What follows belongs to an exercise in optimizing a design on an open flow for small area; a production flow would make more cautious choices.
Function was checked by simulation only, so behaviour that the tests miss may differ from the original.

==> flow/hann_window.mem <==
0000
0014
0050
00b4
0140
01f3
02cd
03cd
04f3
063d
07ad
093f
0af3
0cc9
0ebf
10d4
1306
1555
17be
1a41
1cdb
1f8b
2250
2527
280e
2b05
2e09
3119
3431
3751
3a77
3da0
40ca
43f4
471b
4a3e
4d5b
506f
5379
5677
5966
5c46
5f14
61cf
6474
6703
6979
6bd5
6e15
7039
723f
7425
75ea
778e
790e
7a6c
7ba4
7cb7
7da4
7e6b
7f0a
7f82
7fd2
7ffa
7ffa
7fd2
7f82
7f0a
7e6b
7da4
7cb7
7ba4
7a6c
790e
778e
75ea
7425
723f
7039
6e15
6bd5
6979
6703
6474
61cf
5f14
5c46
5966
5677
5379
506f
4d5b
4a3e
471b
43f4
40ca
3da0
3a77
3751
3431
3119
2e09
2b05
280e
2527
2250
1f8b
1cdb
1a41
17be
1555
1306
10d4
0ebf
0cc9
0af3
093f
07ad
063d
04f3
03cd
02cd
01f3
0140
00b4
0050
0014
0000
==> flow/run.sh <==
#!/bin/bash
# synth_recipe.tcl (not shown) runs the flow's synth.tcl, then flattens the netlist and writes it again
# the make line also repeats each setting of config.mk as NAME=value (left out here)
make -C /OpenROAD-flow-scripts/flow DESIGN_CONFIG=/design/flow/config.mk WORK_HOME=/design/flow/orfs CLKGATE_MAP_FILE= SYNTH_SCRIPT=/design/flow/synth_recipe.tcl finish
==> flow/config.mk <==
export PLATFORM = sky130hd
export DESIGN_NAME = hann_windowing_unit
export DESIGN_NICKNAME = hann_windowing_unit
export VERILOG_FILES = /design/flow/design.v
export SDC_FILE = /design/flow/constraint.sdc
export NUM_CORES = 4
export LEC_CHECK = 0
export CAP_MARGIN = 20
export CORE_MARGIN = 2
export CORE_UTILIZATION = 40
export SLEW_MARGIN = 20
==> flow/constraint.sdc <==
create_clock -name core_clock -period 7.5 [get_ports {clk}]
set_input_delay 1.5000 -clock core_clock [delete_from_list [all_inputs] [get_ports {clk}]]
set_output_delay 1.5000 -clock core_clock [all_outputs]
set_load 0.01 [all_outputs]
==> flow/design.v <==
`timescale 1ns / 1ps
module hann_window (
    input  wire        clk,
    input  wire        rst,
    input  wire        in_valid,          
    output reg  signed [15:0] hann_coeff,
    output reg         out_valid          
);
    reg [6:0] addr;
    reg signed [15:0] rom [0:127];        
    initial $readmemh("hann_window.mem", rom);
    always @(posedge clk) begin
        if (rst) begin
            addr <= 0;
            hann_coeff <= 0;
            out_valid <= 0;
        end else if (in_valid) begin
            hann_coeff <= rom[addr];
            out_valid <= 1;
            addr <= (addr == 127) ? 0 : addr + 1;
        end else begin
            out_valid <= 0;
        end
    end
endmodule
`timescale 1ns / 1ps
module hann_windowing_unit (
    input  wire        clk,
    input  wire        rst,
    input  wire        in_valid,
    input  wire [31:0] in_data,
    output reg         out_valid,
    output reg  [31:0] out_data
);
    wire signed [15:0] hann_coeff;
    wire               coeff_valid;
    hann_window u_hann (
        .clk       (clk),
        .rst       (rst),
        .in_valid  (in_valid),
        .hann_coeff(hann_coeff),
        .out_valid (coeff_valid)
    );
    reg [31:0] sample_d;
    always @(posedge clk) begin
        if (in_valid)
            sample_d <= in_data;
    end
    reg signed [31:0] prod_re;
    reg signed [31:0] prod_im;
    reg               prod_valid;
    always @(posedge clk) begin
        if (rst) begin
            prod_valid <= 1'b0;
        end else begin
            prod_valid <= coeff_valid;
            if (coeff_valid) begin
                prod_re <= $signed(sample_d[15:0])  * hann_coeff;
                prod_im <= $signed(sample_d[31:16]) * hann_coeff;
            end
        end
    end
    always @(posedge clk) begin
        if (rst) begin
            out_valid <= 1'b0;
        end else begin
            out_valid <= prod_valid;
            if (prod_valid)
                out_data <= {prod_im[30:15], prod_re[30:15]};
        end
    end
endmodule
==> out/qor.yml <==
dr.first_iter.drc_count: 1143
worst_r2r_endpoint: "prod_re[29]$_DFFE_PP_"
clock_sinks: 121
congestion_overflow_gr: 0
syn-instance-count: 2574
synthesis.area_per_instance_um2: 9.361
comb_power_share_pct: 49.5
timing.final.setup_violations: 0
clk_transition_reported_paths_ps: 60
core_area_um2: 59240
p_leak_nw: 12.35
routed_wl_um: 60970
post_synthesis_adder_cell_area_fraction_pct: 48.76
layout-area-overhead-vs-synth_pct: 8.195
placed_cells: 3313
synthTopCellsByArea: "fa_1, edfxtp_1, ha_1"
critical_path_peak_fanout: 24
fin_nets: 3246
final_count_of_hold_timing_violations: 0
synth.mux.area_fraction_pct: 1.085
cts_post_setup_buffers_inserted: 0
tightestPinTransition_ps: 1106
seq_power_share_pct: 26.3
grt_pass1_wl_um: 101800
vias: 17250
rows: 89
crit_path_start_kind: "register"
worst-r2r-cell-count: 19
cp_endpoint_kind: "register"
yosysWarnings: 2
dominant_combinational_cell_family_by_area_after_synthesis: "adder cells"
internal-power_mw: 2.027
synth-seq-cells: 121
grt_setup_unrepaired: "false"
vias_per_cell: 5.154
min_period_over_period_pct: 94.07
slew_headroom_pct: 26.27
drive_above_1_share_pct: 3.887
design.portCount: 68
port_buffers: 67
post_cts_resize_count: 0
worst_setup_path_startpoint: "u_hann.hann_coeff[1]$_SDFFE_PP0P_"
setup_tns_ps: 0
simple_gate_fraction_of_synth_area_pct: 14.82
antenna_cells: 0
launch_instance_of_the_worst_register_to_register_path: "u_hann.hann_coeff[1]$_SDFFE_PP0P_"
holdCritStartpoint: "prod_re[19]$_DFFE_PP_"
antenna_violating_nets_post_route: 0
die_height_um: 249.4
synth_top_cell_by_area: "fa_1"
cts_buffers: 17
post_synth_instance_area_um2: 24090
period_minus_slack_ps: 7055
dieArea_um2: 62220
synth_edf_count: 96
clockPowerShare_pct: 24.2
post_layout_nonfiller_instances: 3346
post-route-drc-count: 0
placedInstanceArea_um2: 25460
tritoncts: "done"
yosysTopAreaCellShare_pct: 39.88
synthesis.nets: 3260
cts.root.buffer_cell: "clkbuf_16"
grtUsageTotal_pct: 20.78
synthXorXnorAreaFrac_pct: 1.890
fin_ws_ps: 444.6
design_power_total_mw: 3.481
synth-compound-area-share_pct: 8.428
wire_per_inst_um: 18.22
start_util_pct: 40.67
hold_slack_ps: 416.5
switching_share_pct: 41.77
synth.yosys.seq_area_share_pct: 14.04
detail_route.first_pass.iterations: 7
worst_ep_required_time_ps: 7720
gp_congestion: 0.9233
place_ws_ps: 459.0
run_status: "timing/DRC/antenna clean"
ys_types: 70
clock_insertion_delay_worst_skew_ps: 490
vdd.ir_drop.worst_uv: 182.5
capturing_element_of_the_worst_setup_path: "prod_re[29]$_DFFE_PP_"
timing_worst_setup_path_type: "reg2reg"
cp.arrival_ps: 7280
maxSlewViolCount: 0
clock-skew-final_ps: 14.56
power_switching_mw: 1.454
synth_top_flop_cell: "edfxtp_1"
cts.htree.levels: 4
max_freq_ghz: 0.1417
number_of_global_route_vias_before_repair: 19010
synth_top_cells_by_count: "inv_1, fa_1, nand2_1"
max-clock-path-buffers: 2
maxCapViolations: 0
reg2reg_slack_ps: 440
grt_start_max_net_pins: 82
post-synth-top-count-cell: "inv_1"
place_hpwl_um: 48170
holdCritPathClass: "reg2reg"
postSynth.asyncResetShare_pct: 0
cts-hold-fix-buffers: 0
grt_antenna_before_repair: 0
die_width_um: 249.4
power_per_cell_area_nw_per_um2: 133.5
finish.utilization_pct: 44.00
layout.cell_area.non_filler_um2: 26070
[worst max-delay path, cell delays in order (launching register included)]
cell	delay, ps
dfxtp_1	980
buf_4	320
nand2_1	90
fa_1	540
fa_1	530
fa_1	520
inv_1	60
fa_1	460
fa_1	510
inv_1	50
fa_1	470
inv_1	40
ha_1	280
a21o_1	160
a221oi_1	630
a211oi_1	160
or2_2	370
o21ai_1	320
o21bai_1	120
xor2_1	150
[layer usage]
layer  global-route usage (%)  up-vias  routed length [um]
met2                    33.82      518               28860
met1                    27.97     8711               27190
met4                    7.281        0                1490
met3                    3.692      103                3430
met5                        0        -                   0
li1                         -     7914                   -
[worst min path at each step]
stage                     slack (ps)                      to  cells after the start
after floorplan                  400   out_data[0]$_DFFE_PP_                      0
final                            420   out_data[4]$_DFFE_PP_                      0
after detailed placement         400  out_data[12]$_DFFE_PP_                      0
after global placement           400   out_data[5]$_DFFE_PP_                      0
after global routing             420   out_data[4]$_DFFE_PP_                      0
after CTS                        420  out_data[15]$_DFFE_PP_                      0
[power by group through the flow]
stage	clock (mW)	combinational [mW]	sequential, mW
3_5_place_dp	0	1.72	0.929
2_1_floorplan	0	1.33	0.863
4_1_cts	0.880	1.74	0.916
6_report	0.843	1.72	0.916
3_3_place_gp	0	1.69	0.929
5_1_grt	0.900	2.00	0.924
[registers in the layout, indices dropped and copies added, names as in the netlist]
name	flops
out_valid	1
u_hann.addr	7
prod_im	16
prod_valid	1
sample_d	32
u_hann.out_valid	1
out_data	32
prod_re	16
u_hann.hann_coeff	15
[kinds of logic after synthesis]
logic type,after synthesis
AO/OA/AOI/OAI,311
XOR/XNOR,52
adder cells (fa/ha/maj),651
buffers and inverters,693
flip-flops,121
multiplexers,16
AND/OR/NAND/NOR,730
[area by class of cell]
type / count / area (um^2)
fill: 5705 / 33170
sequential: 121 / 3387
inverter: 555 / 2083
clock buffer: 17 / 425.4
timing repair buffer: 105 / 963.4
tap: 773 / 967.2
multi-input combinational: 1760 / 18080
clock inverter: 15 / 161.4
[placed cells by master (no fill, tap or decap), types with 37 or more instances in the layout]
cell type        count
and2_1             242
edfxtp_1            96
nand2_1            300
fa_1               480
nor2_1              91
clkdlybuf4s50_1     66
a21oi_1             70
o21ai_0             81
buf_4               37
ha_1               171
inv_1              553
xnor2_1             39

==> what the ideal ports hide <==
The flow's constraints put no driver on any port. The routed layout listed below was extracted and timed again, unchanged, in two steps. Step 1 sets driving cells, clkbuf_16 on the clock port and buf_2 on the other inputs (assumed; they add their load-dependent delay and slew). Step 2 times the ports against the registers' clock, not the clock port: input delays grow and output delays shrink by t, the midpoint of the rising clock arrivals with the driver on. a / b / c = ideal ports / drivers / drivers and shift; a / b = the first two.
t, ns: 0.538
slack for setup (ns): 0.445 / 0.445 / 0.445
worst setup path after step 2: register to register
worst register clock-pin slew, ns: 0.07 / 0.07
worst slew at a driven data input, ns: 0.04
After both steps this run still meets setup and hold. The setup slack of this run moves by 0.000 ns with the drivers and by 0.000 ns with both steps.
